This is an optimization exercise on Yosys and OpenROAD, whose aim is small area, not a production implementation. The RTL was checked by simulation tests, not by an equivalence proof against the original design. Power and IR drop assume default switching activity.

File: design/flow/design.v
module button_conditioner_2 (
    input clk,
    input in,
    output press
  );
  reg [1:0] sync;
  reg [7:0] lfsr;
  reg done, last;
  always @(posedge clk) begin
    sync <= {sync[0], in};
    lfsr <= sync[1] ? {lfsr[6:0], ~(lfsr[7] ^ lfsr[5] ^ lfsr[4] ^ lfsr[3])} : 8'h00;
    done <= sync[1] & (done | (lfsr == 8'h80));
    last <= done;
  end
  assign press = done & ~last;
endmodule
module reset_conditioner_1 (
    input clk,
    input in,
    output out
  );
  reg [3:0] stage;
  always @(posedge clk) begin
    if (in)
      stage <= 4'hf;
    else
      stage <= {stage[2:0], 1'b0};
  end
  assign out = stage[3];
endmodule
module multi_seven_seg_5 (
    input clk,
    input rst,
    input [19:0] values,
    output reg [6:0] seg,
    output [3:0] sel,
    output slow_edge,
    output [1:0] phase
  );
  reg [17:0] ctr;
  always @(posedge clk) begin
    if (rst)
      ctr <= 18'h00000;
    else
      ctr <= ctr + 18'h00001;
  end
  assign slow_edge = ctr[14] & ~|ctr[13:0];
  assign phase = ctr[1:0];
  wire [1:0] digit = ctr[17:16];
  assign sel = 4'b0001 << digit;
  wire [4:0] ch = values[digit*5 +: 5];
  always @* begin
    case (ch)
      5'h00: seg = 7'h3f;
      5'h01: seg = 7'h06;
      5'h02: seg = 7'h5b;
      5'h03: seg = 7'h4f;
      5'h04: seg = 7'h66;
      5'h05: seg = 7'h6d;
      5'h06: seg = 7'h7d;
      5'h07: seg = 7'h07;
      5'h08: seg = 7'h7f;
      5'h09: seg = 7'h67;
      5'h0a: seg = 7'h77;
      5'h0b: seg = 7'h7c;
      5'h0c: seg = 7'h39;
      5'h0d: seg = 7'h79;
      5'h0e: seg = 7'h76;
      5'h0f: seg = 7'h5e;
      5'h10: seg = 7'h38;
      5'h11: seg = 7'h71;
      5'h12: seg = 7'h6d;
      5'h13: seg = 7'h73;
      5'h14: seg = 7'h77;
      5'h15: seg = 7'h3e;
      default: seg = 7'h00;
    endcase
  end
endmodule
module ws2812b_writer_20 (
    input clk,
    input rst,
    output reg in_reset,       
    output last_gap,           
    output reg [1:0] pixel,    
    output [7:0] colbit,       
    output hi_all,             
    output hi_one,             
    output sample,             
    output gap_start           
  );
  localparam LEDCOLOR = 192'h00333366ff664c9900330000003300000033606060000000;
  reg [6:0] ctr;
  reg [4:0] bit_ctr;
  wire c1 = in_reset ? &ctr : (ctr == 7'd125);
  wire c2 = c1 & (in_reset ? &bit_ctr : (bit_ctr == 5'd23));
  wire c3 = c2 & (in_reset ? pixel[0] : &pixel);
  always @(posedge clk) begin
    if (rst) begin
      in_reset <= 1'b0;
      pixel <= 2'd0;
      bit_ctr <= 5'd0;
      ctr <= 7'd0;
    end else begin
      ctr <= c1 ? 7'd0 : ctr + 7'd1;
      if (c2)
        bit_ctr <= 5'd0;
      else if (c1)
        bit_ctr <= bit_ctr + 5'd1;
      if (c3)
        pixel <= 2'd0;
      else if (c2)
        pixel <= pixel + 2'd1;
      if (c3)
        in_reset <= ~in_reset;
    end
  end
  assign last_gap = in_reset & c3;
  assign hi_all = ~in_reset & (ctr < 7'd40);
  assign hi_one = ~in_reset & (ctr < 7'd80);
  assign sample = ~in_reset & (ctr[6:2] == 5'd9);
  assign gap_start = in_reset & (ctr[6:2] == 5'd0) & (bit_ctr == 5'd0) & ~pixel[0];
  genvar c;
  generate
    for (c = 0; c < 8; c = c + 1) begin : cb
      assign colbit[c] = LEDCOLOR[c*24 + bit_ctr];
    end
  endgenerate
endmodule
module led_out_10 (
    input clk,
    input rst,
    input upd_guess,           
    input upd_hint,            
    input upd_all,             
    input guess_shown,         
    input [3:0] attempt,
    input [11:0] guess,
    input [7:0] hint,
    input [1:0] phase,
    output [15:0] outled
  );
  wire in_reset, last_gap, hi_all, hi_one, sample, gap_start;
  wire [1:0] pixel;
  wire [7:0] colbit;
  ws2812b_writer_20 writer (.clk(clk), .rst(rst), .in_reset(in_reset), .last_gap(last_gap),
                            .pixel(pixel), .colbit(colbit), .hi_all(hi_all), .hi_one(hi_one),
                            .sample(sample), .gap_start(gap_start));
  wire [1:0] lpix = ~phase;
  wire take = sample & (lpix == pixel);
  wire [7:0] gcap, hcap;       
  wire ev = |{gcap, hcap};
  reg ev1, ev2, ev3, cev1, cev2, cev3;
  reg tg, th, tz;              
  wire cev = ev1 & in_reset;
  wire lwin = ev1 | ev2 | ev3;
  wire cwin = cev | cev1 | cev2 | cev3;
  always @(posedge clk) begin
    if (rst) begin
      {ev1, ev2, ev3, cev1, cev2, cev3} <= 6'b0;
      {tg, th, tz} <= 3'b0;
    end else begin
      ev1 <= ev; ev2 <= ev1; ev3 <= ev2;
      cev1 <= cev; cev2 <= cev1; cev3 <= cev2;
      if (ev) begin
        tg <= upd_guess;
        th <= upd_hint;
        tz <= upd_all;
      end
    end
  end
  reg [11:0] snap;
  reg [2:0] snap_line;
  wire gcap_cur = |gcap & upd_guess;
  always @(posedge clk)
    if (gcap_cur & (~in_reset | last_gap) & (guess_shown | (snap_line == attempt[2:0]))) begin
      snap <= guess;
      snap_line <= attempt[2:0];
    end
  reg zc;
  always @(posedge clk)
    if (!gap_start) zc <= ev ? upd_all : tz;
  wire zero = rst | tz;
  wire zgap = rst | zc;
  wire [2:0] live = zero ? 3'b000 : guess[lpix*3 +: 3];      
  wire [2:0] kept = zgap ? 3'b000 : snap[lpix*3 +: 3];
  wire [2:0] start = zgap ? 3'b000 : 3'b010;                  
  wire zero_h = rst | (ev ? upd_all : tz);
  wire [1:0] hsrc = zero_h ? 2'b00 : hint[lpix*2 +: 2];
  wire lall = rst | lwin;
  wire zall = rst | tz;
  wire call = rst | gap_start;
  genvar k, b;
  generate
    for (k = 0; k < 8; k = k + 1) begin : line
      wire mine = (attempt == k);
      reg gst, gcm, gcur;
      wire gupd = upd_all | (upd_guess & mine);
      assign gcap[k] = ~gst & gupd;
      wire gcommit = rst | (gap_start & (gst | gcm));          
      wire gnow = cwin & (tz | (tg & mine));                   
      wire [2:0] gval = (snap_line == k) ? kept : start;
      wire [2:0] gtap;
      always @(posedge clk) begin
        if (rst)
          gst <= 1'b0;
        else if (gst)
          gst <= ~in_reset;
        else
          gst <= gupd;
        gcm <= gap_start & (gst | gcm);
      end
      for (b = 0; b < 3; b = b + 1) begin : gbit
        reg [3:0] disp;
        wire din = gnow ? live[b] : gcommit ? gval[b] : disp[3];
        always @(posedge clk)
          disp <= {disp[2:0], din};
        assign gtap[b] = disp[3];
      end
      always @(posedge clk)
        if (take) gcur <= colbit[gtap];
      assign outled[15-2*k] = hi_all | (hi_one & gcur);
      reg hst, hcur;
      wire hupd = upd_all | (upd_hint & mine);
      assign hcap[k] = ~hst & hupd;
      wire hsel = zall | (th & mine);
      wire hload = hcap[k] | (lall & hsel);
      wire hcopy = call | (cwin & hsel);
      wire [1:0] htap;
      always @(posedge clk) begin
        if (rst)
          hst <= 1'b0;
        else if (hst)
          hst <= ~in_reset;
        else
          hst <= hupd;
      end
      for (b = 0; b < 2; b = b + 1) begin : hbit
        reg [3:0] pend, disp;
        wire pin = hload ? hsrc[b] : pend[3];
        wire din = hcopy ? pin : disp[3];
        always @(posedge clk) begin
          pend <= {pend[2:0], pin};
          disp <= {disp[2:0], din};
        end
        assign htap[b] = disp[3];
      end
      always @(posedge clk)
        if (take) hcur <= htap[1] ? colbit[3] : htap[0] ? colbit[1] : colbit[0];
      assign outled[14-2*k] = hi_all | (hi_one & hcur);
    end
  endgenerate
endmodule
module control_fsm_4 (
    input clk,
    input rst,
    input colour_button,
    input confirm_button,
    input slow_edge,
    output reg [20-1:0] seg_out,
    output upd_guess,
    output upd_hint,
    output upd_all,
    output guess_shown,
    output [3:0] attempt,
    output [11:0] guess,
    output [7:0] hint
  );
  localparam [6:0] IDLE = 7'd0;
  localparam [6:0] NORMALMODE = 7'd1;
  localparam [6:0] ADDGAMEMODE = 7'd2;
  localparam [6:0] UPDATEGAMEMODEADD = 7'd3;
  localparam [6:0] IMPOSTERMODE = 7'd4;
  localparam [6:0] SUBGAMEMODE = 7'd5;
  localparam [6:0] UPDATEGAMEMODESUB = 7'd6;
  localparam [6:0] RESETGUESS = 7'd7;
  localparam [6:0] POSITION = 7'd8;
  localparam [6:0] BACKTOFIRSTCOLOURINDEX = 7'd9;
  localparam [6:0] UPDATECOLOURINDEX = 7'd10;
  localparam [6:0] XOR = 7'd11;
  localparam [6:0] ANDLEDSTRIP = 7'd12;
  localparam [6:0] BRANCHSHIFTCOLOURPOSITION = 7'd13;
  localparam [6:0] SHIFTCOLOUR = 7'd14;
  localparam [6:0] UPDATELEDCOLOUR = 7'd15;
  localparam [6:0] UPDATEPHASETWOLED = 7'd16;
  localparam [6:0] BRANCHCOLOURINDEX = 7'd17;
  localparam [6:0] INCREASECOLOURINDEX = 7'd18;
  localparam [6:0] BRANCHCHECKPOSITIONINDEX = 7'd19;
  localparam [6:0] INCREASEPOSITIONINDEX = 7'd20;
  localparam [6:0] UPDATEPOSITIONINDEX = 7'd21;
  localparam [6:0] SHIFTXORHELPER = 7'd22;
  localparam [6:0] UPDATEXORHELPER = 7'd23;
  localparam [6:0] SHIFTGUESSATTEMPTCOUNT = 7'd24;
  localparam [6:0] UPDATEGUESSATTEMPTCOUNT = 7'd25;
  localparam [6:0] FINISH = 7'd26;
  localparam [6:0] GETGUESS = 7'd27;
  localparam [6:0] GETCODE = 7'd28;
  localparam [6:0] CHECKGUESS_CORRCODE = 7'd29;
  localparam [6:0] SHIFTCODEHELPER = 7'd30;
  localparam [6:0] UPDATECODEHELPER = 7'd31;
  localparam [6:0] CHECKCODEHELPER = 7'd32;
  localparam [6:0] GETNEXTCODE = 7'd33;
  localparam [6:0] SHIFTTEMPGUESS = 7'd34;
  localparam [6:0] UPDATETEMPGUESS = 7'd35;
  localparam [6:0] CHECKTEMPGUESS_TEMPCODE = 7'd36;
  localparam [6:0] SHIFTHINTWHITE = 7'd37;
  localparam [6:0] UPDATEHINTWHITE = 7'd38;
  localparam [6:0] SHIFTNOHINT = 7'd39;
  localparam [6:0] UPDATENOHINT = 7'd40;
  localparam [6:0] SHIFTHINTRED = 7'd41;
  localparam [6:0] UPDATEHINTRED = 7'd42;
  localparam [6:0] SHIFTGUESSHELPERDEFAULT = 7'd43;
  localparam [6:0] UPDATEGUESSHELPERDEFAULT = 7'd44;
  localparam [6:0] UPDATECODEHELPERDEFAULT = 7'd45;
  localparam [6:0] COMPARETEMPCOUNTER = 7'd46;
  localparam [6:0] ADDTEMPCOUNTER = 7'd47;
  localparam [6:0] UPDATETEMPCOUNTER = 7'd48;
  localparam [6:0] CHECKGAMEMODE = 7'd49;
  localparam [6:0] ADDIMPOSTER = 7'd50;
  localparam [6:0] UPDATEIMPOSTER = 7'd51;
  localparam [6:0] UPDATEHINTLED = 7'd52;
  localparam [6:0] COMPARECODE_GUESS = 7'd53;
  localparam [6:0] SHIFTATTEMPTCOUNT = 7'd54;
  localparam [6:0] UPDATEATTEMPTCOUNT = 7'd55;
  localparam [6:0] BRANCHATTEMPTCOUNT = 7'd56;
  localparam [6:0] RESETPOSITION = 7'd57;
  localparam [6:0] RESETCOLOUR = 7'd58;
  localparam [6:0] RESETHINT = 7'd59;
  localparam [6:0] RESETCOUNTER = 7'd60;
  localparam [6:0] RESETLEDCOLOUR = 7'd61;
  localparam [6:0] RESETXORHELPER = 7'd62;
  localparam [6:0] WIN = 7'd63;
  localparam [6:0] LOSE = 7'd64;
  localparam [6:0] GAMEOVER = 7'd65;
  localparam [6:0] RESETATTEMPT = 7'd66;
  localparam [6:0] RESETALLLED = 7'd67;
  localparam [6:0] RESETGAMEMODE = 7'd68;
  localparam [11:0] CODE = {3'd4, 3'd6, 3'd2, 3'd7};
  reg [7-1:0] ph, ph_d;
  reg [1:0] pos;
  reg [2:0] col;
  reg [3:0] att;
  reg mode;
  reg [11:0] g;
  reg [7:0] h;
  assign attempt = att;
  assign guess = g;
  assign hint = h;
  assign upd_guess = (ph == POSITION) | (ph == UPDATEPHASETWOLED);
  assign upd_hint = (ph == UPDATEHINTLED);
  assign upd_all = (ph == RESETALLLED) | (ph == RESETGAMEMODE);
  assign guess_shown = (ph == UPDATEPHASETWOLED);
  wire [1:0] q0 = 2'd2 - pos;         
  wire [1:0] q1 = q0 + col[1:0];      
  wire [2:0] gq = g[q0*3 +: 3];
  wire red = gq == CODE[q0*3 +: 3];
  wire white = gq == CODE[q1*3 +: 3];
  always @* begin
    ph_d = ph + 1'b1;
    seg_out = 0;
    case (ph)
      IDLE: begin seg_out = 20'h0be0d; if (confirm_button) ph_d = NORMALMODE; else ph_d = IDLE; end
      NORMALMODE: begin seg_out = 20'hb59c1; if (colour_button) ph_d = ADDGAMEMODE; else if (confirm_button) ph_d = POSITION; else ph_d = NORMALMODE; end
      ADDGAMEMODE: begin seg_out = 20'h519c0; end
      UPDATEGAMEMODEADD: begin seg_out = 20'h554ce; end
      IMPOSTERMODE: begin seg_out = 20'hb59c2; if (colour_button) ph_d = SUBGAMEMODE; else if (confirm_button) ph_d = POSITION; else ph_d = IMPOSTERMODE; end
      SUBGAMEMODE: begin seg_out = 20'h519c0; end
      UPDATEGAMEMODESUB: begin seg_out = 20'h954ce; ph_d = NORMALMODE; end
      RESETGUESS: begin seg_out = 20'h52946; if (att == 4'd0) ph_d = IDLE; else ph_d = ph + 1'b1; end
      POSITION: begin seg_out = 20'h055d0; end
      BACKTOFIRSTCOLOURINDEX: begin seg_out = 20'h5c581; end
      UPDATECOLOURINDEX: begin seg_out = 20'h05581; end
      XOR: begin seg_out = 20'h05014; end
      ANDLEDSTRIP: begin seg_out = 20'h02a12; end
      BRANCHSHIFTCOLOURPOSITION: begin seg_out = 20'h5c993; end
      SHIFTCOLOUR: begin seg_out = {18'h24e80, pos}; end
      UPDATELEDCOLOUR: begin seg_out = 20'hac260; end
      UPDATEPHASETWOLED: begin seg_out = 20'h05590; if (confirm_button) ph_d = BRANCHCHECKPOSITIONINDEX; else if (colour_button) ph_d = BRANCHCOLOURINDEX; else ph_d = UPDATEPHASETWOLED; end
      BRANCHCOLOURINDEX: begin seg_out = 20'h02d81; if (col == 3'd7) ph_d = BACKTOFIRSTCOLOURINDEX; else ph_d = ph + 1'b1; end
      INCREASECOLOURINDEX: begin seg_out = 20'h00581; ph_d = UPDATECOLOURINDEX; end
      BRANCHCHECKPOSITIONINDEX: begin seg_out = 20'h5b261; if (pos == 2'd3) ph_d = SHIFTGUESSATTEMPTCOUNT; else ph_d = ph + 1'b1; end
      INCREASEPOSITIONINDEX: begin seg_out = 20'h00661; end
      UPDATEPOSITIONINDEX: begin seg_out = 20'h05661; end
      SHIFTXORHELPER: begin seg_out = 20'h049d4; end
      UPDATEXORHELPER: begin seg_out = 20'hac9d4; ph_d = BACKTOFIRSTCOLOURINDEX; end
      SHIFTGUESSATTEMPTCOUNT: begin seg_out = 20'h9194c; end
      UPDATEGUESSATTEMPTCOUNT: begin seg_out = 20'ha994c; end
      FINISH: begin seg_out = 20'h8864e; end
      GETGUESS: begin seg_out = 20'h00001; end
      GETCODE: begin seg_out = 20'h00002; end
      CHECKGUESS_CORRCODE: begin seg_out = 20'h6318c; if (red) ph_d = SHIFTHINTRED; else ph_d = ph + 1'b1; end
      SHIFTCODEHELPER: begin seg_out = 20'h0498e; end
      UPDATECODEHELPER: begin seg_out = 20'h0558e; end
      CHECKCODEHELPER: begin seg_out = 20'h0318e; if (col[1:0] == 2'd0) ph_d = SHIFTNOHINT; else ph_d = ph + 1'b1; end
      GETNEXTCODE: begin seg_out = 20'h00003; end
      SHIFTTEMPGUESS: begin seg_out = 20'h00012; end
      UPDATETEMPGUESS: begin seg_out = 20'h0540c; end
      CHECKTEMPGUESS_TEMPCODE: begin seg_out = 20'h0300c; if (white) ph_d = SHIFTHINTWHITE; else ph_d = SHIFTCODEHELPER; end
      SHIFTHINTWHITE: begin seg_out = 20'h049ce; end
      UPDATEHINTWHITE: begin seg_out = 20'h029ce; ph_d = SHIFTGUESSHELPERDEFAULT; end
      SHIFTNOHINT: begin seg_out = 20'h0000e; end
      UPDATENOHINT: begin seg_out = 20'ha800e; ph_d = SHIFTGUESSHELPERDEFAULT; end
      SHIFTHINTRED: begin seg_out = 20'h049d4; end
      UPDATEHINTRED: begin seg_out = 20'h049d4; end
      SHIFTGUESSHELPERDEFAULT: begin seg_out = 20'h031cf; end
      UPDATEGUESSHELPERDEFAULT: begin seg_out = 20'h055cf; end
      UPDATECODEHELPERDEFAULT: begin seg_out = 20'h0318f; end
      COMPARETEMPCOUNTER: begin seg_out = 20'h6302c; if (pos == 2'd2) ph_d = CHECKGAMEMODE; else ph_d = ph + 1'b1; end
      ADDTEMPCOUNTER: begin seg_out = 20'h53180; end
      UPDATETEMPCOUNTER: begin seg_out = 20'hab18c; ph_d = GETGUESS; end
      CHECKGAMEMODE: begin seg_out = 20'h630ce; if (mode) ph_d = ADDIMPOSTER; else ph_d = UPDATEHINTLED; end
      ADDIMPOSTER: begin seg_out = 20'h52821; end
      UPDATEIMPOSTER: begin seg_out = 20'ha8421; end
      UPDATEHINTLED: begin seg_out = 20'hab82d; end
      COMPARECODE_GUESS: begin seg_out = 20'h6318c; if (g == CODE) ph_d = WIN; else ph_d = ph + 1'b1; end
      SHIFTATTEMPTCOUNT: begin seg_out = 20'h5298c; end
      UPDATEATTEMPTCOUNT: begin seg_out = 20'haa98c; end
      BRANCHATTEMPTCOUNT: begin seg_out = 20'h5314c; if (att == 4'd7) ph_d = LOSE; else ph_d = ph + 1'b1; end
      RESETPOSITION: begin seg_out = 20'ha5281; end
      RESETCOLOUR: begin seg_out = 20'ha5282; end
      RESETHINT: begin seg_out = 20'ha5283; end
      RESETCOUNTER: begin seg_out = 20'ha5281; end
      RESETLEDCOLOUR: begin seg_out = 20'h0520c; end
      RESETXORHELPER: begin seg_out = 20'h5294e; ph_d = RESETGUESS; end
      WIN: begin seg_out = 20'h9aa52; if (slow_edge) ph_d = GAMEOVER; else ph_d = WIN; end
      LOSE: begin seg_out = 20'h8024d; if (slow_edge) ph_d = GAMEOVER; else ph_d = LOSE; end
      GAMEOVER: begin seg_out = 20'h8864e; if (slow_edge) ph_d = RESETATTEMPT; else ph_d = GAMEOVER; end
      RESETATTEMPT: begin seg_out = 20'h5294a; end
      RESETALLLED: begin seg_out = 20'h52950; end
      RESETGAMEMODE: begin seg_out = 20'h528ce; ph_d = RESETPOSITION; end
      default: ;
    endcase
  end
  always @(posedge clk) begin
    if (rst)
      ph <= IDLE;
    else
      ph <= ph_d;
    if (ph == BACKTOFIRSTCOLOURINDEX)
      col <= 3'd2;
    else if (ph == GETGUESS)
      col <= 3'd0;
    else if (ph == INCREASECOLOURINDEX || ph == SHIFTCODEHELPER)
      col <= col + 3'd1;
    if (ph == POSITION)
      pos <= 2'd0;
    else if (ph == INCREASEPOSITIONINDEX || ph == ADDTEMPCOUNTER)
      pos <= pos + 2'd1;
    if (rst || ph == RESETATTEMPT)
      att <= 4'd0;
    else if (ph == BRANCHATTEMPTCOUNT)
      att <= att + 4'd1;
    if (ph == IDLE)
      mode <= 1'b0;
    else if (ph == ADDGAMEMODE)
      mode <= 1'b1;
    else if (ph == SUBGAMEMODE)
      mode <= 1'b0;
    if (rst || ph == RESETGUESS)
      g <= {4{3'd2}};
    else if (ph == UPDATELEDCOLOUR)
      case (pos)
        2'd0: g[11:9] <= col;
        2'd1: g[8:6] <= col;
        2'd2: g[5:3] <= col;
        default: g[2:0] <= col;
      endcase
    if (ph == UPDATEHINTRED)
      h <= {h[5:0], 2'b11};
    else if (ph == UPDATEHINTWHITE)
      h <= {h[5:0], 2'b01};
    else if (ph == UPDATENOHINT)
      h <= {h[5:0], 2'b00};
    else if (ph == UPDATEIMPOSTER)
      h[1:0] <= 2'b11;
  end
endmodule
module au_top_0 (
    input clk,
    input rst_n,
    output [7:0] led,
    input usb_rx,
    output usb_tx,
    output [7:0] io_seg,
    output [3:0] io_sel,
    input [1:0] inbutton,
    output [15:0] outled,
    output [7:0] outseg,
    output [3:0] outsel
  );
  wire rst;
  reset_conditioner_1 reset_cond (.clk(clk), .in(~rst_n), .out(rst));
  wire confirm_button, colour_button;
  button_conditioner_2 confirm_cond (.clk(clk), .in(inbutton[0]), .press(confirm_button));
  button_conditioner_2 colour_cond  (.clk(clk), .in(inbutton[1]), .press(colour_button));
  wire [19:0] seg_values;
  wire slow_edge;
  wire [1:0] phase;
  wire [6:0] seg;
  wire [3:0] sel;
  multi_seven_seg_5 display (.clk(clk), .rst(rst), .values(seg_values), .seg(seg), .sel(sel),
                             .slow_edge(slow_edge), .phase(phase));
  wire upd_guess, upd_hint, upd_all, guess_shown;
  wire [3:0] attempt;
  wire [11:0] guess;
  wire [7:0] hint;
  control_fsm_4 man (
    .clk(clk), .rst(rst),
    .colour_button(colour_button), .confirm_button(confirm_button),
    .slow_edge(slow_edge),
    .seg_out(seg_values),
    .upd_guess(upd_guess), .upd_hint(upd_hint), .upd_all(upd_all),
    .guess_shown(guess_shown), .attempt(attempt), .guess(guess), .hint(hint)
  );
  led_out_10 leds (
    .clk(clk), .rst(rst),
    .upd_guess(upd_guess), .upd_hint(upd_hint), .upd_all(upd_all),
    .guess_shown(guess_shown), .attempt(attempt), .guess(guess), .hint(hint), .phase(phase),
    .outled(outled)
  );
  assign usb_tx = usb_rx;
  assign led = 8'h00;
  assign outseg = {1'b0, seg};
  assign outsel = sel;
  assign io_seg = ~{1'b0, seg};
  assign io_sel = ~sel;
endmodule
File: design/flow/flow/run.sh
#!/bin/bash
# Layout flow: the standard synthesis, then its combinational logic mapped
# again for area with ABC (every register kept as it is: same instance, name and
# cell), then the standard layout from floorplan to finish.
# Each tool writes its full output to a log file in this folder.
set -euo pipefail
DEEPSYN_S=${DEEPSYN_S:-180}

bash standard.sh synth > synth.log 2>&1

R=orfs/results/$FLOW_PLATFORM/au_top_0/base
L=orfs/logs/$FLOW_PLATFORM/au_top_0/base
YOSYS=$(command -v yosys || echo "$FLOW_HOME/../tools/install/yosys/bin/yosys")
LIB=$(grep -o -- '-liberty [^ ]*' $L/1_2_yosys.log | head -1 | cut -d' ' -f2)
DONT_USE=$(grep -o -- '-dont_use [^ ]*' $L/1_2_yosys.log | sort -u | tr '\n' ' ')
# the register cells the standard synthesis used
SEQ=$(grep -o '^ *sky130_fd_sc_hd__[a-z0-9_]*' $R/1_2_yosys.v | sort -u | grep -E '__(df|edf|sdf|dl)' | tr '\n' ' ')

cp $R/1_2_yosys.v standard_netlist.v
for i in 1 2 3 4; do
cat > remap_$i.ys <<EOS
read_liberty -ignore_miss_func $LIB
read_verilog standard_netlist.v
hierarchy -top $FLOW_TOP
setattr -mod -set keep_hierarchy 1 $SEQ
flatten
delete t:\$scopeinfo
opt_clean -purge
abc -liberty $LIB $DONT_USE -script "+strash;dc2;&get,-n;&deepsyn,-T,$DEEPSYN_S,-S,$i;&put;dch,-f;amap;topo"
setundef -zero
splitnets
opt_clean -purge
hilomap -singleton -hicell sky130_fd_sc_hd__conb_1 HI -locell sky130_fd_sc_hd__conb_1 LO
insbuf -buf sky130_fd_sc_hd__buf_4 A X
blackbox $SEQ
tee -o remap_$i.stat stat -liberty $LIB
write_verilog -noattr -nohex -nodec remapped_$i.v
EOS
"$YOSYS" -s remap_$i.ys > remap_$i.log 2>&1 &
done
wait
best=""; best_area=""
for i in 1 2 3 4; do
  a=$( (grep -o "Chip area for module '.au_top_0': [0-9.]*" remap_$i.stat 2>/dev/null || true) | awk '{print $NF}')
  echo "run $i: $a" >> remap_choice.log
  if [ -n "$a" ] && { [ -z "$best_area" ] || awk "BEGIN{exit !($a < $best_area)}"; }; then best=$i; best_area=$a; fi
done
echo "best: $best ($best_area)" >> remap_choice.log
if [ -n "$best" ]; then cp remapped_$best.v remapped_netlist.v; else cp standard_netlist.v remapped_netlist.v; fi

# keep the standard netlist if the new one lost or changed any register
if [ "$(grep -cE '^ *sky130_fd_sc_hd__(df|edf|sdf|dl)' standard_netlist.v)" = "$(grep -cE '^ *sky130_fd_sc_hd__(df|edf|sdf|dl)' remapped_netlist.v)" ] &&
   diff <(grep -E '^ *sky130_fd_sc_hd__(df|edf|sdf|dl)' standard_netlist.v | sort) \
        <(grep -E '^ *sky130_fd_sc_hd__(df|edf|sdf|dl)' remapped_netlist.v | sort) > /dev/null; then
  cp remapped_netlist.v $R/1_2_yosys.v
  echo "using the remapped netlist" > netlist_choice.log
else
  echo "remapped netlist differs in its registers; using the standard one" > netlist_choice.log
fi

# every port still gets a buffer, as in the standard flow (the smallest one);
# the clock tree uses clkbuf_4 and no dummy loads
bash standard.sh "BUFFER_PORTS_ARGS=-buffer_cell sky130_fd_sc_hd__buf_1" \
  "CTS_ARGS=-sink_clustering_enable -repair_clock_nets -buf_list sky130_fd_sc_hd__clkbuf_4 -dont_use_dummy_load" \
  > layout.log 2>&1
File: design/flow/standard.sh
#!/bin/bash
# synth_recipe.tcl (not shown) runs the flow's synth.tcl, then flattens the netlist and writes it again
# the make line also repeats each setting of config.mk as NAME=value (left out here)
make -C /OpenROAD-flow-scripts/flow DESIGN_CONFIG=/design/flow/config.mk WORK_HOME=/design/flow/orfs CLKGATE_MAP_FILE= SYNTH_SCRIPT=/design/flow/synth_recipe.tcl "${@:-finish}"
File: design/flow/config.mk
export PLATFORM = sky130hd
export DESIGN_NAME = au_top_0
export DESIGN_NICKNAME = au_top_0
export VERILOG_FILES = /design/flow/design.v
export SDC_FILE = /design/flow/constraint.sdc
export NUM_CORES = 4
export LEC_CHECK = 0
export CAP_MARGIN = 20
export CORE_MARGIN = 2
export CORE_UTILIZATION = 40
export CTS_BUF_LIST = sky130_fd_sc_hd__clkbuf_4
export SLEW_MARGIN = 20
File: design/flow/constraint.sdc
create_clock -name core_clock -period 12.0 [get_ports {clk}]
set_input_delay 2.4000 -clock core_clock [delete_from_list [all_inputs] [get_ports {clk}]]
set_output_delay 2.4000 -clock core_clock [all_outputs]
set_load 0.01 [all_outputs]
==> results_dict.tcl, run 1 <==
set metrics [dict create \
    grt_max_degree 48 \
    hold_class "reg -> reg" \
    place_inst 2075 \
    whs_endpoint "leds.line[2].hbit[0].pend[2]$_DFF_P_" \
    drv_slew 0 \
    port_buffers 41 \
    clock-root-buffer "clkbuf_4" \
    synthCells 1565 \
    final_hold_viol_count 0 \
    syn2layout_area_growth_pct 11.1 \
    cp_cell_sequence "clkinv_1, nor2_1, clkinv_1, nor2_1, clkinv_1, o22ai_1, or2_0, nor2_1, nand2_1, nor3_1, nor3_1, clkinv_1, a21oi_1, nor2_1, a21oi_1, clkinv_1, o221ai_1, clkinv_1, buf_1" \
    crit_path_max_fanout 14 \
    netlist_area_sq_um 14100 \
    worst_pin_slew_ns 1.05 \
    reg2reg_from "man.ph[0]$_SDFF_PP0_" \
    grt.total_usage 0.232 \
    r2r_end "leds.line[7].hbit[1].disp[0]$_DFF_P_" \
    arrival_ns 6.41 \
    hpwl_um 31000 \
    firstDrtPassIters 5 \
    instances_no_fill 2176 \
    cts.sinks 387 \
    rrSetupSlack_ns 6.03 \
    slew_headroom 0.295 \
    fin_crit_sh 0.734 \
    cellPowerDensity_nw_per_um2 142 \
    yosysWarnings 6 \
    grt_pass1_vias 11617 \
    syn_area_per_cell_sq_um 9.00 \
    tns_ns 0 \
    vias 12063 \
    die_h_um 192 \
    crit_family "simple AND/OR/NAND/NOR gates" \
    drcViolationCount 0 \
    finalWeightedCongestion 1.02 \
    cp-start-kind "register" \
    drive_gt1_frac 0.0698 \
    ioPinCount 54 \
    finalSetupViolations 0 \
    worst_ep_required_time_ns 9.60 \
    h-tree-depth 3 \
    cp_common_cell "clkinv_1" \
    via_per_inst 5.54 \
    core_area_sq_um 34600 \
    dieArea_sq_um 36700 \
    clock_path_buffers 3 \
    rows 68 \
    power.total_mw 2.22 \
    drv_cap 0 \
    grt_overflow 0 \
    cts_tree "yes" \
    cts_setup_buffers 0 \
    clk_pin_slew_ns 0.06 \
    post-route-min-period_ns 8.81 \
    wl_per_cell_um 19.5 \
    start_util 0.407 \
    ir_drop_uv 83.4 \
    min_from "leds.line[2].hbit[0].pend[1]$_DFF_P_" \
    drt_iter0_markers 836 \
    crit_buf_inv 7 \
    worstSetupPathType "reg -> out" \
    fmax_mhz 113 \
    clk_latency_ns 0.78 \
    hold_depth 0 \
    ff2ff_path_depth 16 \
    cts_resized 0 \
    cp_slowest_cell "dfxtp_1" \
    cts_made_buffers 99 \
    antenna_found_initial 2 \
    max_stage_delay_ns 0.68 \
    die_w_um 192 \
    status "finished clean" \
    wirelength_um 42300 \
    postRouteAntennaNets 0 \
    grt_pass1_wl_um 64400 \
    cp-end-kind "output port" \
    p_leak_nw 5.47 \
    ctsHoldBuffers 0 \
    skew_ns 0.119 \
    rsz0062_at_grt "false" \
    nNetsFinal 1726 \
]
==> final cells by class <==
type                    instances  area, sq um
clock buffers                  99          743
multi-input cells             969         5150
flip-flops and latches        387         8130
inverters                     206          773
fillers                      3435        19000
repair buffers                 58          282
well taps                     455          569
diodes                          2         5.00
==> cell usage in the layout (no fill, tap or decap), types with 16 or more instances in the layout <==
cell type,n
nand3_1,31
o32ai_1,17
nand2_1,113
a21oi_1,81
nor2_1,275
nand4_1,16
clkinv_1,206
o22ai_1,42
nor3_1,50
dfxtp_1,348
o221ai_1,29
buf_1,41
o21ai_0,100
a211oi_1,32
edfxtp_1,38
nor4_1,17
buf_4,17
o22a_1,24
clkbuf_4,99
==> power breakdown <==
part	internal (mW)	total, mW	leakage [nW]	switching (mW)
Combinational	0.0155	0.0446	1.86	0.0291
Clock	0.372	0.814	0.455	0.442
Sequential	1.35	1.36	3.16	0.0147
Total	1.74	2.22	5.47	0.485
==> sequential cells by signal (all words and copies together) (netlist names), 3 cells and up <==
signal	flops
display.ctr	18
leds.line.hbit.disp	64
leds.line.hbit.pend	64
man.h	8
leds.snap	12
leds.line.gcm	8
man.col	3
leds.line.gcur	8
reset_cond.stage	4
leds.line.hst	8
leds.writer.bit_ctr	5
man.g	12
leds.line.hcur	8
leds.snap_line	3
confirm_cond.lfsr	8
colour_cond.lfsr	8
leds.line.gbit.disp	96
man.ph	7
leds.line.gst	8
man.att	4
leds.writer.ctr	7
==> metrics by stage <==
stage	utilization	instance area (sq um)	hold slack [ns]	setup WS, ns
global placement	0.430	14900	0.310	3.92
detailed placement	0.430	14900	0.312	4.05
floorplan	-	14100	0.310	5.24
finish	0.452	15600	0.251	3.19
global route	0.452	15600	0.244	2.80
CTS	0.452	15600	0.235	3.24
==> routing by layer <==
| layer | wire length, um | up-vias | global-route usage |
|---|---|---|---|
| li1 | - | 5855 | - |
| met1 | 18300 | 5634 | 0.285 |
| met2 | 19400 | 427 | 0.375 |
| met3 | 2250 | 147 | 0.0493 |
| met4 | 2340 | 0 | 0.139 |
| met5 | 0 | - | 0 |
==> worst max path at each step <==
stage / from / end / slack (ns) / depth (start not counted)
3_5_place_dp: man.ph[1]$_SDFF_PP0_ / outseg[0] / 4.05 / 19
2_1_floorplan: man.ph[2]$_SDFF_PP0_ / outseg[0] / 5.24 / 19
5_1_grt: man.ph[1]$_SDFF_PP0_ / outseg[0] / 2.80 / 19
6_report: man.ph[1]$_SDFF_PP0_ / outseg[0] / 3.19 / 19
3_3_place_gp: man.ph[1]$_SDFF_PP0_ / outseg[0] / 3.92 / 19
4_1_cts: man.ph[1]$_SDFF_PP0_ / outseg[0] / 3.24 / 19
==> inputs of run 2 (changes only) <==
--- a/design/flow/flow/run.sh
+++ b/design/flow/flow/run.sh
@@ -60,6 +60,6 @@
 
 # every port still gets a buffer, as in the standard flow (the smallest one);
-# the clock tree uses clkbuf_4 and no dummy loads
+# the clock tree uses clkbuf_8 leaves of up to 15 registers, and no dummy loads
 bash standard.sh "BUFFER_PORTS_ARGS=-buffer_cell sky130_fd_sc_hd__buf_1" \
-  "CTS_ARGS=-sink_clustering_enable -repair_clock_nets -buf_list sky130_fd_sc_hd__clkbuf_4 -dont_use_dummy_load" \
+  "CTS_ARGS=-sink_clustering_enable -repair_clock_nets -buf_list sky130_fd_sc_hd__clkbuf_8 -dont_use_dummy_load -sink_clustering_size 15 -sink_clustering_max_diameter 80" \
   > layout.log 2>&1
--- a/design/flow/config.mk
+++ b/design/flow/config.mk
@@ -8,5 +8,6 @@
 export CAP_MARGIN = 20
 export CORE_MARGIN = 2
-export CORE_UTILIZATION = 40
-export CTS_BUF_LIST = sky130_fd_sc_hd__clkbuf_4
+export CORE_UTILIZATION = 55
+export CTS_BUF_LIST = sky130_fd_sc_hd__clkbuf_8
+export PLACE_DENSITY = 0.65
 export SLEW_MARGIN = 20
==> results_dict.tcl, run 2 <==
set metrics [dict create \
    cp-start-kind "register" \
    finalSetupViolations 0 \
    core_area_sq_um 25200 \
    postRouteAntennaNets 0 \
    hold_class "reg -> reg" \
    nNetsFinal 1636 \
    mostFrequentLayoutCells "dfxtp_1, nor2_1, clkinv_1" \
    ioPinCount 54 \
    start_util 0.560 \
    ir_drop_uv 160 \
    grt_pass1_wl_um 61000 \
    max_stage_delay_ns 0.81 \
    die_w_um 164 \
    ff2ff_path_depth 17 \
    firstDrtPassIters 6 \
    clk_pin_slew_ns 0.09 \
    skew_ns 0.0862 \
    worst_ep_required_time_ns 9.60 \
    wl_per_cell_um 20.2 \
    cts_tree "yes" \
    grt.total_usage 0.293 \
    crit_path_max_fanout 18 \
    path_depth 17 \
    cp_cell_sequence "clkinv_1, nor3_1, clkinv_1, nor2_1, a2111oi_0, o21ai_0, o41a_1, nor3_1, a311oi_1, clkinv_1, nor2_1, o22ai_1, a31oi_1, clkinv_1, o22ai_1, clkinv_1, buf_1" \
    cts.sinks 387 \
    hpwl_um 29200 \
    slew_headroom 0.348 \
    crit_family "buffers and inverters" \
    drive_gt1_frac 0.0295 \
    top_register "leds.line.gbit.disp" \
    yosysWarnings 6 \
    antenna_cells 0 \
    rows 58 \
    via_per_inst 6.00 \
    antenna_found_initial 0 \
    place_inst 1929 \
    post-route-min-period_ns 8.44 \
    finalInstanceArea_sq_um 15100 \
    cts_made_buffers 30 \
    reg_top3 "leds.line.gbit.disp (96), leds.line.hbit.disp (64), leds.line.hbit.pend (64)" \
    port_buffers 41 \
    die_h_um 164 \
    ctsHoldBuffers 0 \
    finalWeightedCongestion 1.04 \
    fmax_mhz 119 \
    hold_depth 0 \
    cts_setup_buffers 0 \
    h-tree-depth 1 \
    largest_reg_flops 96 \
    final_hold_viol_count 0 \
    fin_crit_sh 0.703 \
    wirelength_um 39600 \
    drv_slew 0 \
    clock_path_buffers 3 \
    crit_buf_inv 6 \
    fin_hold_ws_ns 0.287 \
    instances_no_fill 1959 \
    vias 11746 \
    worst_pin_slew_ns 0.974 \
    dieArea_sq_um 26900 \
    rsz0062_at_grt "false" \
    syn2layout_area_growth_pct 7.47 \
    cp_slowest_cell "dfxtp_1" \
    place_area_sq_um 14700 \
    tns_ns 0 \
    clock-root-buffer "clkbuf_8" \
    final_common_cell "dfxtp_1" \
    arrival_ns 6.04 \
    status "finished clean" \
    cellPowerDensity_nw_per_um2 133 \
    grt_overflow 0 \
    worstSetupPathType "reg -> out" \
    synthCells 1546 \
    netlist_area_sq_um 14100 \
    cp_common_cell "clkinv_1" \
    p_leak_nw 5.21 \
    drcViolationCount 0 \
    clk_latency_ns 0.62 \
    grt_max_degree 48 \
    drv_cap 0 \
    cp-end-kind "output port" \
    cts_resized 0 \
    drt_iter0_markers 1463 \
    syn_area_per_cell_sq_um 9.12 \
    grt_pass1_vias 10934 \
]
run 2: worst paths after layout:
kind | from | end | slack (ns)
min reg2reg | leds.line[4].hbit[1].disp[0]$_DFF_P_ | leds.line[4].hbit[1].disp[1]$_DFF_P_ | 0.29
max | man.ph[3]$_SDFF_PP0_ | outseg[0] | 3.56
min | leds.line[4].hbit[1].disp[0]$_DFF_P_ | leds.line[4].hbit[1].disp[1]$_DFF_P_ | 0.29
max reg2reg | man.ph[2]$_SDFF_PP0_ | leds.line[3].hbit[0].disp[0]$_DFF_P_ | 6.03
run 2: layout make-up:
cell class	count	area (sq um)
sequential	387	8130
tap	330	413
clock buffer	30	413
multi-input combinational	937	5100
inverter	219	822
timing repair buffer	56	267
fill	2130	10000
run 2: worst register-to-register path, stage by stage (launching register included):
cell and delay (ns):
dfxtp_1 0.68, clkinv_1 0.32, nor2_1 0.29, clkinv_1 0.37
nor2_1 0.47, nor2_1 0.13, nor2_1 0.55, clkinv_1 0.53
o21ai_0 0.33, o21ai_0 0.30, nand3_1 0.19, clkinv_1 0.11
o22ai_1 0.33, clkinv_1 0.21, nand2_1 0.13, a31o_1 0.46
a21oi_1 0.21, o22a_1 0.26
run 2: metal layers:
metal  vias up  track usage  share of wire
li1       5615            -              -
met1      5472        0.377           0.42
met2       517        0.496           0.47
met3       142       0.0429          0.064
met4         0        0.114          0.049
met5         -            0              0
run 2: power breakdown:
group / internal (mW) / switching, mW
Clock: 0.222 / 0.383
Combinational: 0.0172 / 0.0305
Sequential: 1.35 / 0.0156
Total: 1.59 / 0.429
run 2: metrics by stage:
stage,setup WS (ns),power (mW),utilization
3_3_place_gp,4.39,1.44,0.585
3_5_place_dp,4.44,1.44,0.585
6_report,3.56,2.02,0.602
5_1_grt,3.22,2.09,0.602
4_1_cts,3.75,2.03,0.602
2_1_floorplan,5.43,1.42,-
==> inputs of run 3 (changes only) <==
--- a/design/flow/flow/run.sh
+++ b/design/flow/flow/run.sh
@@ -5,5 +5,5 @@
 # Each tool writes its full output to a log file in this folder.
 set -euo pipefail
-DEEPSYN_S=${DEEPSYN_S:-180}
+DEEPSYN_S=${DEEPSYN_S:-60}
 
 bash standard.sh synth > synth.log 2>&1
@@ -18,5 +18,8 @@
 
 cp $R/1_2_yosys.v standard_netlist.v
+SEEDS=("4 5 6" "1 2 3" "7 8 9" "10 11")
 for i in 1 2 3 4; do
+DS=""
+for s in ${SEEDS[$((i-1))]}; do DS="$DS;dc2;&get,-n;&deepsyn,-T,$DEEPSYN_S,-S,$s;&put"; done
 cat > remap_$i.ys <<EOS
 read_liberty -ignore_miss_func $LIB
@@ -27,5 +30,5 @@
 delete t:\$scopeinfo
 opt_clean -purge
-abc -liberty $LIB $DONT_USE -script "+strash;dc2;&get,-n;&deepsyn,-T,$DEEPSYN_S,-S,$i;&put;dch,-f;amap;topo"
+abc -liberty $LIB $DONT_USE -script "+strash$DS;dch,-f;amap;topo"
 setundef -zero
 splitnets
==> results_dict.tcl, run 3 <==
set metrics [dict create \
    hold_depth 0 \
    reg2reg_from "man.ph[1]$_SDFF_PP0_" \
    ctsHoldBuffers 0 \
    die_h_um 163 \
    power.total_mw 2.00 \
    wl_per_cell_um 20.3 \
    drv_cap 0 \
    grt_pass1_vias 11258 \
    crit_path_max_fanout 13 \
    grt_max_degree 39 \
    h-tree-depth 1 \
    cp_slowest_cell "a311oi_1" \
    drt_iter0_markers 1226 \
    rsz0062_at_grt "false" \
    die_w_um 163 \
    mostFrequentLayoutCells "dfxtp_1, nor2_1, clkinv_1" \
    skew_ns 0.0414 \
    worst_pin_slew_ns 0.920 \
    netlist_area_sq_um 14000 \
    dieArea_sq_um 26700 \
    cts_tree "yes" \
    antenna_cells 0 \
    hpwl_um 30300 \
    nNetsFinal 1637 \
    min_from "leds.line[7].hbit[0].pend[1]$_DFF_P_" \
    finalWeightedCongestion 1.08 \
    p_leak_nw 5.14 \
    syn_area_per_cell_sq_um 9.01 \
    antenna_found_initial 0 \
    cts.sinks 387 \
    arrival_ns 6.00 \
    ff2ff_path_depth 18 \
    clk_latency_ns 0.61 \
    top_register "leds.line.gbit.disp" \
    cts_made_buffers 29 \
    ir_drop_uv 135 \
    post-route-min-period_ns 8.40 \
    hold_class "reg -> reg" \
    finalSetupViolations 0 \
    postRouteAntennaNets 0 \
    cts_resized 0 \
    cts_setup_buffers 0 \
    firstDrtPassIters 6 \
    rows 58 \
    wirelength_um 39900 \
    syn2layout_area_growth_pct 7.28 \
    fin_crit_sh 0.700 \
    final_hold_viol_count 0 \
    worst_ep_required_time_ns 9.60 \
    cp_cell_sequence "clkinv_1, nor2_1, clkinv_1, nor2_1, clkinv_1, o21ai_0, o21ai_0, o21ai_0, o21ai_0, nand2_1, nor4_1, a311oi_1, clkinv_1, nor2_1, nor2_1, o21ai_0, clkinv_1, nor2_1, nor2_1, o22ai_1, clkinv_1, buf_1" \
    crit_family "compound AO/OA/AOI/OAI gates" \
    ioPinCount 54 \
    crit_buf_inv 7 \
    grt_overflow 0 \
    worstSetupPathType "reg -> out" \
    max_stage_delay_ns 0.63 \
    clock-root-buffer "clkbuf_8" \
    clock_path_buffers 3 \
    tns_ns 0 \
    drv_slew 0 \
    r2r_end "leds.line[5].hbit[1].disp[0]$_DFF_P_" \
    start_util 0.558 \
    grt.total_usage 0.299 \
    synthCells 1551 \
    drcViolationCount 0 \
    whs_endpoint "leds.line[7].hbit[0].pend[2]$_DFF_P_" \
    reg_top3 "leds.line.gbit.disp (96), leds.line.hbit.disp (64), leds.line.hbit.pend (64)" \
    yosysWarnings 6 \
    rrSetupSlack_ns 6.80 \
    nFillCells 2181 \
    core_area_sq_um 25000 \
    cp-end-kind "output port" \
    fmax_mhz 119 \
    status "finished clean" \
    via_per_inst 5.98 \
    vias 11727 \
    drive_gt1_frac 0.0270 \
    cellPowerDensity_nw_per_um2 133 \
    grt_pass1_wl_um 61600 \
    largest_reg_flops 96 \
    final_common_cell "dfxtp_1" \
    clk_pin_slew_ns 0.10 \
    port_buffers 41 \
    cp-start-kind "register" \
    slew_headroom 0.380 \
]
[run 3: power breakdown]
| group | leakage (nW) | internal, mW | total (mW) | switching, mW |
|---|---|---|---|---|
| clock | 0.209 | 0.215 | 0.590 | 0.375 |
| combinational | 1.72 | 0.0169 | 0.0509 | 0.0339 |
| sequential | 3.22 | 1.34 | 1.36 | 0.0141 |
[run 3: worst max path at each step]
stage                                     from  cells after the start  slack [ns]         to
final                     man.ph[1]$_SDFF_PP0_                     22        3.60  io_seg[1]
after global placement    man.ph[2]$_SDFF_PP0_                     23        4.45  outseg[3]
after global routing      man.ph[1]$_SDFF_PP0_                     22        3.19  outseg[5]
after floorplan           man.ph[1]$_SDFF_PP0_                     21        5.38  io_seg[1]
after detailed placement  man.ph[1]$_SDFF_PP0_                     22        4.43  io_seg[1]
after CTS                 man.ph[1]$_SDFF_PP0_                     22        3.76  io_seg[1]
[run 3: cell type report]
cell class	instances	area (sq um)	share of cell area
Timing Repair Buffer	53	244	0.0163
Tap cell	330	413	0.0276
Multi-Input combinational cell	940	4970	0.332
Sequential cell	387	8130	0.542
Clock buffer	29	399	0.0266
Inverter	221	830	0.0554
[run 3: per-stage QoR]
step                      utilization  worst slack (ns)  hold slack [ns]  std cells  cell area (sq um)
after floorplan                     -              5.38            0.310       1559              14000
after global placement          0.583              4.45            0.310       1931              14600
after detailed placement        0.583              4.43            0.312       1931              14600
after CTS                       0.599              3.76            0.297       1960              15000
after global routing            0.599              3.19            0.316       1960              15000
final                           0.599              3.60            0.297       1960              15000
[run 3: layer usage]
metal	up-vias	track usage	part of all wire
met5	-	0	0
met4	0	0.174	0.067
met3	162	0.0493	0.071
met2	555	0.508	0.47
met1	5421	0.359	0.39
li1	5589	-	-
==> inputs of run 4 (changes only) <==
--- a/design/flow/flow/run.sh
+++ b/design/flow/flow/run.sh
@@ -18,11 +18,14 @@
 
 cp $R/1_2_yosys.v standard_netlist.v
-SEEDS=("4 5 6" "1 2 3" "7 8 9" "10 11")
-for i in 1 2 3 4; do
-DS=""
-for s in ${SEEDS[$((i-1))]}; do DS="$DS;dc2;&get,-n;&deepsyn,-T,$DEEPSYN_S,-S,$s;&put"; done
-cat > remap_$i.ys <<EOS
+remap_batch() {  # remap_batch BATCH INPUT "seeds of run 1" ... "seeds of run 4"
+  local b=$1 in=$2; shift 2
+  local i=0
+  for seeds in "$@"; do
+    i=$((i+1))
+    local DS=""
+    for s in $seeds; do DS="$DS;dc2;&get,-n;&deepsyn,-T,$DEEPSYN_S,-S,$s;&put"; done
+    cat > remap_${b}_$i.ys <<EOS
 read_liberty -ignore_miss_func $LIB
-read_verilog standard_netlist.v
+read_verilog $in
 hierarchy -top $FLOW_TOP
 setattr -mod -set keep_hierarchy 1 $SEQ
@@ -37,18 +40,28 @@
 insbuf -buf sky130_fd_sc_hd__buf_4 A X
 blackbox $SEQ
-tee -o remap_$i.stat stat -liberty $LIB
-write_verilog -noattr -nohex -nodec remapped_$i.v
+tee -o remap_${b}_$i.stat stat -liberty $LIB
+write_verilog -noattr -nohex -nodec remapped_${b}_$i.v
 EOS
-"$YOSYS" -s remap_$i.ys > remap_$i.log 2>&1 &
-done
-wait
+    "$YOSYS" -s remap_${b}_$i.ys > remap_${b}_$i.log 2>&1 &
+  done
+  wait
+}
 best=""; best_area=""
-for i in 1 2 3 4; do
-  a=$( (grep -o "Chip area for module '.au_top_0': [0-9.]*" remap_$i.stat 2>/dev/null || true) | awk '{print $NF}')
-  echo "run $i: $a" >> remap_choice.log
-  if [ -n "$a" ] && { [ -z "$best_area" ] || awk "BEGIN{exit !($a < $best_area)}"; }; then best=$i; best_area=$a; fi
-done
-echo "best: $best ($best_area)" >> remap_choice.log
-if [ -n "$best" ]; then cp remapped_$best.v remapped_netlist.v; else cp standard_netlist.v remapped_netlist.v; fi
+pick() {  # pick BATCH: keep the smallest netlist so far in best/best_area
+  local b=$1 i a
+  for i in 1 2 3 4; do
+    a=$( (grep -o "Chip area for module '.au_top_0': [0-9.]*" remap_${b}_$i.stat 2>/dev/null || true) | awk '{print $NF}')
+    echo "batch $b run $i: $a" >> remap_choice.log
+    if [ -n "$a" ] && { [ -z "$best_area" ] || awk "BEGIN{exit !($a < $best_area)}"; }; then best=remapped_${b}_$i.v; best_area=$a; fi
+  done
+  echo "best so far: $best ($best_area)" >> remap_choice.log
+}
+remap_batch 1 standard_netlist.v "4 5 6" "1 2 3" "7 8 9" "10 11"
+pick 1
+if [ -n "$best" ]; then
+  remap_batch 2 "$best" "12 13" "14 15" "16 17" "18 19"
+  pick 2
+fi
+if [ -n "$best" ]; then cp "$best" remapped_netlist.v; else cp standard_netlist.v remapped_netlist.v; fi
 
 # keep the standard netlist if the new one lost or changed any register
==> results_dict.tcl, run 4 <==
set metrics [dict create \
    core_area_sq_um 25100 \
    crit_buf_inv 5 \
    max_stage_delay_ns 0.74 \
    switchingPower_mw 0.421 \
    final_common_cell "dfxtp_1" \
    via_per_inst 6.05 \
    port_buffers 41 \
    fmax_mhz 117 \
    hpwl_um 29100 \
    cp-start-kind "register" \
    ctsHoldBuffers 0 \
    worstSetupPathType "reg -> out" \
    met1_usage 0.378 \
    slew_headroom 0.287 \
    wl_per_cell_um 20.3 \
    nFillCells 2211 \
    drive_gt1_frac 0.0295 \
    use_met3 0.0427 \
    ir_drop_uv 120 \
    drcViolationCount 0 \
    grt_max_degree 46 \
    syn_area_per_cell_sq_um 9.07 \
    grt_overflow 0 \
    arrival_ns 6.14 \
    grt_pass1_wl_um 61700 \
    p_seq_frac 0.677 \
    cp_slowest_cell "dfxtp_1" \
    power.total_mw 2.00 \
    mostFrequentLayoutCells "dfxtp_1, nor2_1, clkinv_1" \
    grt_pass1_vias 11432 \
    power_frac_comb 0.024 \
    die_h_um 164 \
    tns_ns 0 \
    netlist_area_sq_um 14000 \
    postRouteAntennaNets 0 \
    cts_tree "yes" \
    rrSetupSlack_ns 5.95 \
    cts_resized 0 \
    clk_pin_slew_ns 0.10 \
    cp_common_cell "clkinv_1" \
    p_leak_nw 5.10 \
    syn2layout_area_growth_pct 7.52 \
    ff_latch_area_sq_um 8130 \
    p_int_mw 1.58 \
    drv_cap 0 \
    yosysWarnings 6 \
    worst_ep_required_time_ns 9.60 \
    vias 11855 \
    finalSetupViolations 0 \
    whs_endpoint "leds.line[4].hbit[0].pend[2]$_DFF_P_" \
    start_util 0.558 \
    h-tree-depth 1 \
    drv_slew 0 \
    clock-root-buffer "clkbuf_8" \
    finalInstanceArea_sq_um 15100 \
    cts_setup_buffers 0 \
    grtUsageMet2 0.493 \
    cts_made_buffers 30 \
    antenna_cells 0 \
    worst_pin_slew_ns 1.07 \
    grt.total_usage 0.296 \
    nNetsFinal 1635 \
    switching_share 0.210 \
    ioPinCount 54 \
    crit_family "compound AO/OA/AOI/OAI gates" \
    rows 58 \
    reg2reg_from "man.ph[2]$_SDFF_PP0_" \
    antenna_found_initial 0 \
    finalWeightedCongestion 1.08 \
    multi_input_area_sq_um 5040 \
    drt_iter0_markers 1303 \
    wirelength_um 39700 \
    crit_path_max_fanout 19 \
    skew_ns 0.0984 \
    clk_latency_ns 0.60 \
    synthCells 1545 \
    cp-end-kind "output port" \
    top_register "leds.line.gbit.disp" \
    hold_class "reg -> reg" \
    status "finished clean" \
    clock_path_buffers 3 \
    rsz0062_at_grt "false" \
    min_from "leds.line[4].hbit[0].pend[1]$_DFF_P_" \
    ff2ff_path_depth 18 \
    cts.sinks 387 \
    die_w_um 164 \
    cp_cell_sequence "clkinv_1, nor2_1, clkinv_1, nor2_1, nor3_1, o22ai_1, or3_1, nor2_1, a2111oi_0, a31oi_1, o21ai_0, clkinv_1, nand2_1, o21ai_0, or2_0, o31ai_1, o21ai_0, clkinv_1, buf_1" \
    largest_reg_flops 96 \
    hold_depth 0 \
    cellPowerDensity_nw_per_um2 133 \
    reg_top3 "leds.line.gbit.disp (96), leds.line.hbit.disp (64), leds.line.hbit.pend (64)" \
    fin_crit_sh 0.712 \
    dieArea_sq_um 26800 \
    firstDrtPassIters 5 \
    top_usage_layer "met2" \
    place_area_sq_um 14700 \
    final_hold_viol_count 0 \
    r2r_end "leds.line[6].hbit[1].disp[0]$_DFF_P_" \
    post-route-min-period_ns 8.54 \
    clock_power_share 0.299 \
]
[run 4: area by class of cell]
cell class	count	area share
Timing Repair Buffer	56	0.0177
Tap cell	330	0.0274
Clock buffer	30	0.0274
Inverter	214	0.0533
Sequential cell	387	0.540
Multi-Input combinational cell	941	0.335
[run 4: how the worst max path moves through the flow]
stage / depth (start not counted) / endpoint / start / slack (ns)
floorplan: 18 / io_seg[2] / man.ph[2]$_SDFF_PP0_ / 5.43
global placement: 19 / io_seg[0] / man.ph[2]$_SDFF_PP0_ / 4.41
detailed placement: 19 / io_seg[0] / man.ph[2]$_SDFF_PP0_ / 4.34
CTS: 19 / io_seg[0] / man.ph[2]$_SDFF_PP0_ / 3.65
global route: 19 / io_seg[0] / man.ph[2]$_SDFF_PP0_ / 2.91
finish: 19 / io_seg[0] / man.ph[2]$_SDFF_PP0_ / 3.46
[run 4: per-stage QoR]
step / hold WS (ns) / setup WS (ns) / instances / util
3_3_place_gp: 0.310 / 4.41 / 1928 / 0.584
5_1_grt: 0.332 / 2.91 / 1958 / 0.600
6_report: 0.323 / 3.46 / 1958 / 0.600
3_5_place_dp: 0.312 / 4.34 / 1928 / 0.584
2_1_floorplan: 0.310 / 5.43 / 1553 / -
4_1_cts: 0.327 / 3.65 / 1958 / 0.600
[run 4: power by group through the flow]
stage | Combinational [mW] | Sequential [mW] | Clock [mW]
floorplan | 0.0373 | 1.38 | 0
detailed placement | 0.0474 | 1.39 | 0
global route | 0.0545 | 1.36 | 0.662
global placement | 0.0455 | 1.38 | 0
finish | 0.0482 | 1.36 | 0.598
CTS | 0.0480 | 1.36 | 0.612
[run 4: metal layers]
layer,wire (um),vias to the layer above
li1,-,5592
met1,16500,5436
met2,18400,642
met3,2730,185
met4,2080,0
met5,0,-

what the ideal ports hide:
The results above use ideal ports. As a check the final layouts listed here were re-extracted and re-timed, cells and wires unchanged. Step 1 (the two cells are an assumption about what drives the block):
set clk [get_ports {clk}]
set_driving_cell -lib_cell sky130_fd_sc_hd__clkbuf_16 $clk
set_driving_cell -lib_cell sky130_fd_sc_hd__buf_2 [delete_from_list [all_inputs] $clk]
Step 2 adds t to the input delays and takes it off the output delays; t is the mean of the earliest and latest rising clock arrival at the registers after step 1. Input paths then give back, and output paths get back, about the clock's delay inside the block. Three values: ideal ports, drivers, drivers and shift; two values: the first two.
run | t, ns | setup WS [ns] | worst hold slack (ns) | clock arrival spread, ns
run 1 | 0.765 | 3.187 / 3.137 / 3.903 | 0.251 / 0.251 / 0.251 | 0.128 / 0.127
run 2 | 0.629 | 3.564 / 3.514 / 4.144 | 0.287 / 0.287 / 0.287 | 0.089 / 0.089
run 3 | 0.637 | 3.598 / 3.551 / 4.187 | 0.297 / 0.297 / 0.297 | 0.042 / 0.041
run 4 | 0.597 | 3.461 / 3.418 / 4.015 | 0.323 / 0.323 / 0.323 | 0.099 / 0.099
After both steps setup and hold are still met in every run listed.
